This is an optimization exercise on Yosys and OpenROAD, whose aim is small area, a short achievable clock period and few clock cycles per item, not a production implementation. Where RTL was checked, it was by simulation tests only, not by an equivalence proof against the original.

==> run E <==
## CPU
module CPU(
				clk,
			  rst_n,
		   IO_stall,
         awid_m_inf,
       awaddr_m_inf,
       awsize_m_inf,
      awburst_m_inf,
        awlen_m_inf,
      awvalid_m_inf,
      awready_m_inf,
        wdata_m_inf,
        wlast_m_inf,
       wvalid_m_inf,
       wready_m_inf,
          bid_m_inf,
        bresp_m_inf,
       bvalid_m_inf,
       bready_m_inf,
         arid_m_inf,
       araddr_m_inf,
        arlen_m_inf,
       arsize_m_inf,
      arburst_m_inf,
      arvalid_m_inf,
      arready_m_inf, 
          rid_m_inf,
        rdata_m_inf,
        rresp_m_inf,
        rlast_m_inf,
       rvalid_m_inf,
       rready_m_inf 
);
input  wire clk, rst_n;
output reg  IO_stall;
parameter ID_WIDTH = 4, ADDR_WIDTH = 32, DATA_WIDTH = 16, DRAM_NUMBER = 2, WRIT_NUMBER = 1;
output wire [WRIT_NUMBER * ID_WIDTH-1:0]      awid_m_inf;
output wire [WRIT_NUMBER * ADDR_WIDTH-1:0]  awaddr_m_inf;
output wire [WRIT_NUMBER * 3 -1:0]          awsize_m_inf;
output wire [WRIT_NUMBER * 2 -1:0]         awburst_m_inf;
  ...
==> flow/config.mk <==
export PLATFORM = sky130hd
export DESIGN_NAME = CPU
export DESIGN_NICKNAME = CPU
export VERILOG_FILES = /design/flow/design.v
export SDC_FILE = /design/flow/constraint.sdc
export NUM_CORES = 8
export LEC_CHECK = 0
export CAP_MARGIN = 20
export CORE_MARGIN = 2
export CORE_UTILIZATION = 62.0
export CTS_CLUSTER_DIAMETER = 120
export CTS_CLUSTER_SIZE = 24
export PLACE_DENSITY = 0.75
export SETUP_SLACK_MARGIN = 5
export SLEW_MARGIN = 20
==> flow/constraint.sdc <==
create_clock -name core_clock -period 10.0 [get_ports {clk}]
set_input_delay 2.0000 -clock core_clock [delete_from_list [all_inputs] [get_ports {clk}]]
set_output_delay 2.0000 -clock core_clock [all_outputs]
set_load 0.01 [all_outputs]
standard.sh (not shown) runs the stock make flow with config.mk's settings and CLKGATE_MAP_FILE= SYNTH_SCRIPT=/design/flow/synth_recipe.tcl, a recipe that flattens the netlist after the stock synthesis.
==> flow/flow/run.sh <==
#!/bin/bash
# Standard layout, with timing repair aiming for a larger setup margin.
set -euo pipefail
bash standard.sh SETUP_SLACK_MARGIN=6 finish > standard_flow.log 2>&1
==> run X: changes against run E <==
--- a/flow/design.v
+++ b/flow/design.v
@@ -131,14 +131,16 @@
 reg  [16:0] ma, mb;
 wire [15:0] alu_sum;
 ksadd #(16, 5) u_alu (.a(ma[15:0]), .b(mb[15:0] ^ {16{x_sub}}), .ci(x_sub), .s(alu_sum));
 wire        alu_lt  = (ma[15] != mb[15]) ? ma[15] : alu_sum[15];
 wire [15:0] alu_res = x_slt ? {15'd0, alu_lt} : alu_sum;
 wire        xw_rs   = x_alu & |(x_rd & ra_sel);
 wire        xw_rt   = x_alu & |(x_rd & rb_sel);
+wire [15:0] ra_fwd  = xw_rs ? alu_res : ra_val;
+wire [15:0] rb_fwd  = xw_rt ? alu_res : rb_val;
 wire        br_eq   = (ra_val == rb_val);
 wire [10:0] ls_addr;
 ksadd #(11, 4) u_lsa (.a(ra_val[10:0]), .b({{6{f_imm[4]}}, f_imm}), .ci(1'b0), .s(ls_addr));
 wire [10:0] br_tgt  = ipc + 11'd1 + {{6{f_imm[4]}}, f_imm};
 reg  [33:0] ms, mc;
 reg  [8:0]  bd_one, bd_two, bd_neg;    
 reg  [66:0] mp;
@@ -150,22 +152,14 @@
 reg         a_v, s_v, p_v;
 reg  [1:0]  a_kind, s_kind, p_kind;
 reg         a_first, s_first, p_first;
 reg  [1:0]  a_sh, s_sh;
 reg         a_buf, s_buf, p_buf;
 reg  [3:0]  a_tag, s_tag, p_tag;
 wire        p_mul   = p_v & (p_kind == 2'd3);    
-wire [15:0] p_oh    = 16'd1 << p_tag;
-wire [15:0] pmask   = p_mul ? p_oh : 16'd0;
-wire        pw_rs   = p_mul & |(p_oh & ra_sel);
-wire        pw_rt   = p_mul & |(p_oh & rb_sel);
-wire [15:0] ra_fwd  = xw_rs ? alu_res : pw_rs ? mp[15:0] : ra_val;
-wire [15:0] rb_fwd  = xw_rt ? alu_res : pw_rt ? mp[15:0] : rb_val;
-wire bzd_rs = |(busy_rd & ~pmask & ra_sel);
-wire bzd_rt = |(busy_rd & ~pmask & rb_sel);
 wire [15:0] dec_ptag = 16'd1 << p_tag;
 wire        p_mulwb = p_mul;                   
 wire [15:0] mul_pend = ((a_v & (a_kind == 2'd3)) ? (16'd1 << a_tag) : 16'd0)
                      | ((s_v & (s_kind == 2'd3)) ? (16'd1 << s_tag) : 16'd0)
                      | (p_mul ? dec_ptag : 16'd0);
 reg         dt_on;         
 reg         dt_sat;        
@@ -289,31 +283,31 @@
 assign arlen_m_inf   = {i_arlen, 7'd0};
 assign rready_m_inf  = {i_rready, d_rready};
 assign awvalid_m_inf = d_awvalid;
 assign wdata_m_inf   = wd;
 assign wvalid_m_inf  = d_wvalid;
 wire d_beat = rvalid_m_inf[0] & d_rready;
 wire s_mul  = s_v & (s_kind == 2'd3);      
-wire hz_alu = bzd_rs | bzd_rt | s_mul | |(mul_pend & rd_sel);
-wire hz_mul = bzd_rs | bzd_rt | bz_rd;
+wire hz_alu = bz_rs | bz_rt | s_mul | |(mul_pend & rd_sel);
+wire hz_mul = bz_rs | bz_rt | bz_rd;
 wire hz_ld  = bz_rs | bzw_rt | ld_cnt[1] | xw_rs;
-wire hz_st  = bz_rs | bzd_rt | xw_rs;
+wire hz_st  = bz_rs | bz_rt | xw_rs;
 wire hz_br  = bz_rs | bz_rt | xw_rs | xw_rt;
 reg  [3:0] rc;
 reg        rc_full, rc_z;      
 wire       q0ok    = q0v & ~rc_full & ~rdr;
 wire st_wpend = st_ph[0] | (st_ph == 2'd2);
 wire go_alu = q0ok & is_alu & ~hz_alu;
 wire go_mul = q0ok & is_mul & ~hz_mul;
 wire go_ld  = q0ok & is_ld  & ~hz_ld;
 wire go_st  = q0ok & is_st  & ~hz_st & (st_ph == 2'd0) & rc_z;
 wire go_br  = q0ok & is_br  & ~hz_br;
 wire go_nop = q0ok & is_nop;
 wire go_det = q0ok & is_det & ~dt_on;
-wire dt_pause = dt_v & (dt_kind != 2'd2) & (bzd_rs | bzd_rt);
+wire dt_pause = dt_v & (dt_kind != 2'd2) & (bz_rs | bz_rt);
 wire dt_adv   = dt_issue & ~dt_pause;
 wire st_done = (st_ph == 2'd3) & bvalid_m_inf;
 wire dt_early = dt_issue & (dt_slot == 7'd35) & ~((&acc[66:51]) | ~(|acc[66:51]));
 wire dt_done = dt_on & ((dt_ph == 3'd4) | dt_sat) & ~p_mulwb & ~busy_rd[0];
 wire pop   = go_alu | go_mul | go_ld | go_br | go_nop | go_st | dt_done;
 wire taken = go_br & br_eq & (f_imm != 5'd0);
 wire inc   = go_alu | go_mul | go_ld | go_br | go_nop | dt_done;
@@ -357,46 +351,51 @@
         rc_z     <= 1'b1;
     end else begin
         IO_stall <= ~ret;
         rc       <= rc_n;
         rc_full  <= (rc_n == 4'd15);
         rc_z     <= (rc_n == 4'd0);
     end
-reg  [15:0] ib0, ib1;
-reg         ib_rp;
-reg  [1:0]  ib_cnt;
+reg  [15:0] ib0, ib1, ib2, ib3;
+reg  [1:0]  ib_rp;
+reg  [2:0]  ib_cnt;
 wire        rem_z   = (f_rem == 8'd0);
 wire        rem_1   = (f_rem == 8'd1);
 wire        drop_z  = (f_drop == 8'd0);
 wire        push    = i_beat & drop_z;
 wire [7:0]  rem_n   = f_rem - {7'd0, i_beat};
 wire        end_n   = rem_z | (rem_1 & i_beat);    
 wire [10:0] f_addr_1 = f_addr + 11'd1;
 reg  [10:0] rd_d;
 reg  [4:0]  rdr_k;
 wire        rd_inb  = ~rem_z & ({1'b0, rd_d} < {4'd0, f_rem});
-wire        rd_jmp  = q0v & (rdr_k[4:2] == 3'd0) & (rdr_k[1:0] != 2'd0) & (rdr_k[1:0] <= ib_cnt);
+wire        rd_jmp  = q0v & (rdr_k[4:3] == 2'd0) & (rdr_k[2:0] != 3'd0) & (rdr_k[2:0] <= ib_cnt);
 wire [10:0] tgt_d   = br_tgt - f_addr;
 always @(posedge clk) begin
     if (taken) begin
         rd_d  <= i_beat ? tgt_d - 11'd1 : tgt_d;
         rdr_k <= f_imm;
     end
 end
 wire        hold_ar = q0v & is_br;
 wire        q_adv   = (pop & ~rdr) | (rdr & rd_jmp);
-wire [1:0]  adv     = rdr ? rdr_k[1:0] : 2'd1;
-wire        rd_idx  = ib_rp + adv[0] - 1'b1;
+wire [2:0]  adv     = rdr ? rdr_k[2:0] : 3'd1;
+wire [1:0]  rd_idx  = ib_rp + adv[1:0] - 2'd1;
 reg  [15:0] ib_rd;
 always @(*) begin
-    ib_rd = rd_idx ? ib1 : ib0;
+    case (rd_idx)
+        2'd0: ib_rd = ib0;
+        2'd1: ib_rd = ib1;
+        2'd2: ib_rd = ib2;
+        default: ib_rd = ib3;
+    endcase
 end
 reg  [7:0]  drop_n;
-reg  [1:0]  cnt_n;
-reg         rp_n;
+reg  [2:0]  cnt_n;
+reg  [1:0]  rp_n;
 reg         q0v_n, drain_n, q0_beat, q0_ib, ib_push, new_ar;
 reg  [10:0] sa, ipc_n;
 always @(*) begin
     drop_n  = f_drop - {7'd0, i_beat & ~drop_z};
     drain_n = f_drain;
     q0v_n   = q0v;
     cnt_n   = ib_cnt;
@@ -405,67 +404,69 @@
     q0_ib   = 1'b0;
     ib_push = 1'b0;
     ipc_n   = ipc;
     sa      = f_drain ? rdr_tgt : (i_beat ? f_addr_1 : f_addr);
     new_ar  = end_n & ~hold_ar;
     if (rdr & ~rd_jmp) begin
         q0v_n = 1'b0;
-        cnt_n = 2'd0;
+        cnt_n = 3'd0;
         ipc_n = rdr_tgt;
         new_ar = end_n;
         if (rd_inb) begin
             if (i_beat) begin
                 if (rd_d == 11'd0) begin q0v_n = 1'b1; q0_beat = 1'b1; drop_n = 8'd0; end
                 else drop_n = {1'b0, rd_d[6:0]} - 8'd1;
             end else drop_n = {1'b0, rd_d[6:0]};
         end else begin
             drop_n  = rem_n;
             drain_n = 1'b1;
             sa      = rdr_tgt;
         end
     end else if (q_adv) begin
-        ipc_n = ipc + {9'd0, adv};
+        ipc_n = ipc + {8'd0, adv};
         if (ib_cnt >= adv) begin
             q0_ib  = 1'b1;
             q0v_n  = 1'b1;
-            rp_n   = ib_rp + adv[0];
-            cnt_n  = ib_cnt - adv + {1'd0, push};
+            rp_n   = ib_rp + adv[1:0];
+            cnt_n  = ib_cnt - adv + {2'd0, push};
             ib_push = push;
         end else begin                       
             q0v_n  = push;
             q0_beat = push;
-            cnt_n  = 2'd0;
+            cnt_n  = 3'd0;
         end
     end else if (push) begin
         if (!q0v) begin q0_beat = 1'b1; q0v_n = 1'b1; end
-        else      begin ib_push = 1'b1; cnt_n = ib_cnt + 2'd1; end
+        else      begin ib_push = 1'b1; cnt_n = ib_cnt + 3'd1; end
     end
     if (new_ar) drain_n = 1'b0;
 end
 wire [6:0]  sa_len  = (sa[10:7] == 4'hf) ? ~sa[6:0] : 7'd127;
-wire        ib_wp   = ib_rp + ib_cnt[0];
+wire [1:0]  ib_wp   = ib_rp + ib_cnt[1:0];
 always @(posedge clk) begin
     if (q0_beat)     q0 <= i_rdata;
     else if (q0_ib)  q0 <= ib_rd;
-    if (ib_push & ~ib_wp) ib0 <= i_rdata;
-    if (ib_push & ib_wp)  ib1 <= i_rdata;
+    if (ib_push & (ib_wp == 2'd0)) ib0 <= i_rdata;
+    if (ib_push & (ib_wp == 2'd1)) ib1 <= i_rdata;
+    if (ib_push & (ib_wp == 2'd2)) ib2 <= i_rdata;
+    if (ib_push & (ib_wp == 2'd3)) ib3 <= i_rdata;
     if (taken)       rdr_tgt <= br_tgt;
 end
 always @(posedge clk or negedge rst_n) begin
     if (!rst_n) begin
         i_arvalid <= 1'b0;
         i_arlen   <= 7'd0;
         i_rready  <= 1'b0;
         f_rem     <= 8'd0;
         f_drop    <= 8'd0;
         f_drain   <= 1'b0;
         f_addr    <= 11'd0;
         q0v       <= 1'b0;
-        ib_cnt    <= 2'd0;
-        ib_rp     <= 1'b0;
+        ib_cnt    <= 3'd0;
+        ib_rp     <= 2'd0;
         ipc       <= 11'd0;
         rdr       <= 1'b0;
     end else begin
         rdr <= taken;
         ipc <= ipc_n;
         if (i_arvalid & arready_m_inf[1]) i_arvalid <= 1'b0;
         if (new_ar) begin                   
@@ -478,15 +479,15 @@
             f_rem   <= rem_n;
         end
         f_drain  <= drain_n;
         f_drop   <= drop_n;
         q0v      <= q0v_n;
         ib_cnt   <= cnt_n;
         ib_rp    <= rp_n;
-        i_rready <= (drop_n != 8'd0) | ~(q0v_n & (cnt_n == 2'd2));
+        i_rready <= (drop_n != 8'd0) | ~(q0v_n & (cnt_n == 3'd4));
     end
 end
 wire dt_issue_n = go_det | (dt_adv & (dt_slot != 7'd71) & ~dt_done);
 always @(posedge clk) begin
     if (dt_issue_n) begin
         ra_sel <= 16'd1 << nx_ra;
         rb_sel <= 16'd1 << nx_rb;
==> flow/config.mk (replaced) <==
export PLATFORM = sky130hd
export DESIGN_NAME = CPU
export DESIGN_NICKNAME = CPU
export VERILOG_FILES = /design/flow/design.v
export SDC_FILE = /design/flow/constraint.sdc
export NUM_CORES = 8
export LEC_CHECK = 0
export CAP_MARGIN = 20
export CORE_MARGIN = 2
export CORE_UTILIZATION = 55.0
export SETUP_SLACK_MARGIN = 5
export SLEW_MARGIN = 20
==> run B: changes against run E <==
--- a/flow/design.v
+++ b/flow/design.v
@@ -98,16 +98,16 @@
 reg         i_arvalid;
 reg  [6:0]  i_arlen;
 reg         i_rready;
 reg  [7:0]  f_rem;         
 reg  [7:0]  f_drop;        
 reg         f_drain;       
 reg  [10:0] f_addr;        
-reg         q0v;
-reg  [15:0] q0;
+reg         q0v, q1v;
+reg  [15:0] q0, q1;
 reg  [10:0] ipc;           
 reg         rdr;           
 reg  [10:0] rdr_tgt;
 wire [15:0] i_rdata  = rdata_m_inf[31:16];
 wire        i_beat   = rvalid_m_inf[1] & i_rready;
 wire [2:0]  op    = q0[15:13];
 wire [3:0]  f_rt  = q0[8:5];
@@ -357,115 +357,91 @@
         rc_z     <= 1'b1;
     end else begin
         IO_stall <= ~ret;
         rc       <= rc_n;
         rc_full  <= (rc_n == 4'd15);
         rc_z     <= (rc_n == 4'd0);
     end
-reg  [15:0] ib0, ib1;
-reg         ib_rp;
-reg  [1:0]  ib_cnt;
 wire        rem_z   = (f_rem == 8'd0);
 wire        rem_1   = (f_rem == 8'd1);
 wire        drop_z  = (f_drop == 8'd0);
 wire        push    = i_beat & drop_z;
 wire [7:0]  rem_n   = f_rem - {7'd0, i_beat};
 wire        end_n   = rem_z | (rem_1 & i_beat);    
 wire [10:0] f_addr_1 = f_addr + 11'd1;
+wire [10:0] ipc_1   = ipc + 11'd1;
 reg  [10:0] rd_d;
-reg  [4:0]  rdr_k;
+reg         rdr_imm1;
 wire        rd_inb  = ~rem_z & ({1'b0, rd_d} < {4'd0, f_rem});
-wire        rd_jmp  = q0v & (rdr_k[4:2] == 3'd0) & (rdr_k[1:0] != 2'd0) & (rdr_k[1:0] <= ib_cnt);
+wire        rd_q1   = q1v & rdr_imm1;
 wire [10:0] tgt_d   = br_tgt - f_addr;
 always @(posedge clk) begin
     if (taken) begin
-        rd_d  <= i_beat ? tgt_d - 11'd1 : tgt_d;
-        rdr_k <= f_imm;
+        rd_d     <= i_beat ? tgt_d - 11'd1 : tgt_d;
+        rdr_imm1 <= (f_imm == 5'd1);
     end
 end
 wire        hold_ar = q0v & is_br;
-wire        q_adv   = (pop & ~rdr) | (rdr & rd_jmp);
-wire [1:0]  adv     = rdr ? rdr_k[1:0] : 2'd1;
-wire        rd_idx  = ib_rp + adv[0] - 1'b1;
-reg  [15:0] ib_rd;
-always @(*) begin
-    ib_rd = rd_idx ? ib1 : ib0;
-end
 reg  [7:0]  drop_n;
-reg  [1:0]  cnt_n;
-reg         rp_n;
-reg         q0v_n, drain_n, q0_beat, q0_ib, ib_push, new_ar;
+reg         q0v_n, q1v_n, drain_n, q0_beat, q0_q1, q1_beat, new_ar;
 reg  [10:0] sa, ipc_n;
 always @(*) begin
     drop_n  = f_drop - {7'd0, i_beat & ~drop_z};
     drain_n = f_drain;
     q0v_n   = q0v;
-    cnt_n   = ib_cnt;
-    rp_n    = ib_rp;
+    q1v_n   = q1v;
     q0_beat = 1'b0;
-    q0_ib   = 1'b0;
-    ib_push = 1'b0;
+    q0_q1   = 1'b0;
+    q1_beat = 1'b0;
     ipc_n   = ipc;
     sa      = f_drain ? rdr_tgt : (i_beat ? f_addr_1 : f_addr);
     new_ar  = end_n & ~hold_ar;
-    if (rdr & ~rd_jmp) begin
+    if (rdr & ~rd_q1) begin
         q0v_n = 1'b0;
-        cnt_n = 2'd0;
+        q1v_n = 1'b0;
         ipc_n = rdr_tgt;
         new_ar = end_n;
         if (rd_inb) begin
             if (i_beat) begin
                 if (rd_d == 11'd0) begin q0v_n = 1'b1; q0_beat = 1'b1; drop_n = 8'd0; end
                 else drop_n = {1'b0, rd_d[6:0]} - 8'd1;
             end else drop_n = {1'b0, rd_d[6:0]};
         end else begin
             drop_n  = rem_n;
             drain_n = 1'b1;
             sa      = rdr_tgt;
         end
-    end else if (q_adv) begin
-        ipc_n = ipc + {9'd0, adv};
-        if (ib_cnt >= adv) begin
-            q0_ib  = 1'b1;
-            q0v_n  = 1'b1;
-            rp_n   = ib_rp + adv[0];
-            cnt_n  = ib_cnt - adv + {1'd0, push};
-            ib_push = push;
-        end else begin                       
-            q0v_n  = push;
-            q0_beat = push;
-            cnt_n  = 2'd0;
-        end
+    end else if (pop | rdr) begin
+        ipc_n = ipc_1;
+        if (q1v) begin q0_q1 = 1'b1; q0v_n = 1'b1; q1v_n = push; q1_beat = push; end
+        else     begin q0v_n = push; q0_beat = push; q1v_n = 1'b0; end
     end else if (push) begin
         if (!q0v) begin q0_beat = 1'b1; q0v_n = 1'b1; end
-        else      begin ib_push = 1'b1; cnt_n = ib_cnt + 2'd1; end
+        else      begin q1_beat = 1'b1; q1v_n = 1'b1; end
     end
     if (new_ar) drain_n = 1'b0;
 end
 wire [6:0]  sa_len  = (sa[10:7] == 4'hf) ? ~sa[6:0] : 7'd127;
-wire        ib_wp   = ib_rp + ib_cnt[0];
 always @(posedge clk) begin
     if (q0_beat)     q0 <= i_rdata;
-    else if (q0_ib)  q0 <= ib_rd;
-    if (ib_push & ~ib_wp) ib0 <= i_rdata;
-    if (ib_push & ib_wp)  ib1 <= i_rdata;
+    else if (q0_q1)  q0 <= q1;
+    if (q1_beat)     q1 <= i_rdata;
     if (taken)       rdr_tgt <= br_tgt;
 end
 always @(posedge clk or negedge rst_n) begin
     if (!rst_n) begin
         i_arvalid <= 1'b0;
         i_arlen   <= 7'd0;
         i_rready  <= 1'b0;
         f_rem     <= 8'd0;
         f_drop    <= 8'd0;
         f_drain   <= 1'b0;
         f_addr    <= 11'd0;
         q0v       <= 1'b0;
-        ib_cnt    <= 2'd0;
-        ib_rp     <= 1'b0;
+        q1v       <= 1'b0;
         ipc       <= 11'd0;
         rdr       <= 1'b0;
     end else begin
         rdr <= taken;
         ipc <= ipc_n;
         if (i_arvalid & arready_m_inf[1]) i_arvalid <= 1'b0;
         if (new_ar) begin                   
@@ -476,33 +452,32 @@
         end else begin
             if (i_beat) f_addr <= f_addr_1;
             f_rem   <= rem_n;
         end
         f_drain  <= drain_n;
         f_drop   <= drop_n;
         q0v      <= q0v_n;
-        ib_cnt   <= cnt_n;
-        ib_rp    <= rp_n;
-        i_rready <= (drop_n != 8'd0) | ~(q0v_n & (cnt_n == 2'd2));
+        q1v      <= q1v_n;
+        i_rready <= (drop_n != 8'd0) | ~(q0v_n & q1v_n);
     end
 end
 wire dt_issue_n = go_det | (dt_adv & (dt_slot != 7'd71) & ~dt_done);
 always @(posedge clk) begin
     if (dt_issue_n) begin
         ra_sel <= 16'd1 << nx_ra;
         rb_sel <= 16'd1 << nx_rb;
     end else if (q0_beat) begin
         ra_sel <= 16'd1 << i_rdata[12:9];
         rb_sel <= 16'd1 << i_rdata[8:5];
-    end else if (q0_ib) begin
-        ra_sel <= 16'd1 << ib_rd[12:9];
-        rb_sel <= 16'd1 << ib_rd[8:5];
+    end else if (q0_q1) begin
+        ra_sel <= 16'd1 << q1[12:9];
+        rb_sel <= 16'd1 << q1[8:5];
     end
     if (q0_beat)    rd_sel <= 16'd1 << i_rdata[4:1];
-    else if (q0_ib) rd_sel <= 16'd1 << ib_rd[4:1];
+    else if (q0_q1) rd_sel <= 16'd1 << q1[4:1];
 end
 wire [8:0] chb_one, chb_two, chb_neg, rbf_one, rbf_two, rbf_neg;
 booth17enc u_enc_ch (.b(ch_b), .d_one(chb_one), .d_two(chb_two), .d_neg(chb_neg));
 booth17enc u_enc_rb (.b({rb_fwd[15], rb_fwd}), .d_one(rbf_one), .d_two(rbf_two), .d_neg(rbf_neg));
 always @(posedge clk) begin
     if (dt_adv & (dt_kind == 2'd2)) begin
         ma <= ch_a;
==> flow/config.mk (replaced) <==
export PLATFORM = sky130hd
export DESIGN_NAME = CPU
export DESIGN_NICKNAME = CPU
export VERILOG_FILES = /design/flow/design.v
export SDC_FILE = /design/flow/constraint.sdc
export NUM_CORES = 8
export LEC_CHECK = 0
export CAP_MARGIN = 20
export CORE_MARGIN = 2
export CORE_UTILIZATION = 66.0
export CTS_CLUSTER_DIAMETER = 120
export CTS_CLUSTER_SIZE = 24
export PLACE_DENSITY = 0.78
export SETUP_SLACK_MARGIN = 5
export SLEW_MARGIN = 20
==> comparison <==
Sequential cell count, lowest first: run B, run E, run X. The highest global-route usage belongs to run B, the lowest to run X. Against run B, the die area of run X is larger by 23%. Between run X and run B, the lower core utilization is in run X (gap 9.5 points). In run X the synthesized cell count is smaller than in run E, by about 2.6%. Via count: run E > run B > run X. Final cell count, highest first: run X, run E, run B. In run X the non-clock buffer count is lower than in run E, by 51.
Testbench counts of run X, summed over its fixed seeds: cycles 37,599, instructions 12,000.
Testbench counts of run B, summed over its fixed seeds: cycles 38,604, instructions 12,000.
Only the layout flow was run in run E; the RTL was not checked for function there.

==> afterwards: timing with drivers on the ports <==
The flow's constraints put no driver on any port. The routed layouts listed below were extracted and timed again, unchanged, in two steps.
Step 1, drivers: a clkbuf_16 drives clk and a buf_2 each remaining input, both assumed.
Step 2 moves the port delays by t, midway between the first and last clock arrival at a register: inputs arrive t later, outputs are due t later. That takes back most of the time a late clock gives input paths.
Slacks: ideal ports / drivers / drivers and shift; pairs: ideal ports / drivers.
run | t, ns | setup slack, ns | cell pins on the clock port's net
run E | 0.776 | 5.902 / 5.902 / 5.328 | 1
run X | 0.802 | 5.956 / 5.956 / 5.275 | 1
run B | 0.736 | 5.977 / 5.984 / 5.288 | 1
After both steps setup and hold are still met in every run listed. The setup slack of run B, which loses most, moves by +0.007 ns with the drivers and by -0.689 ns with both steps.
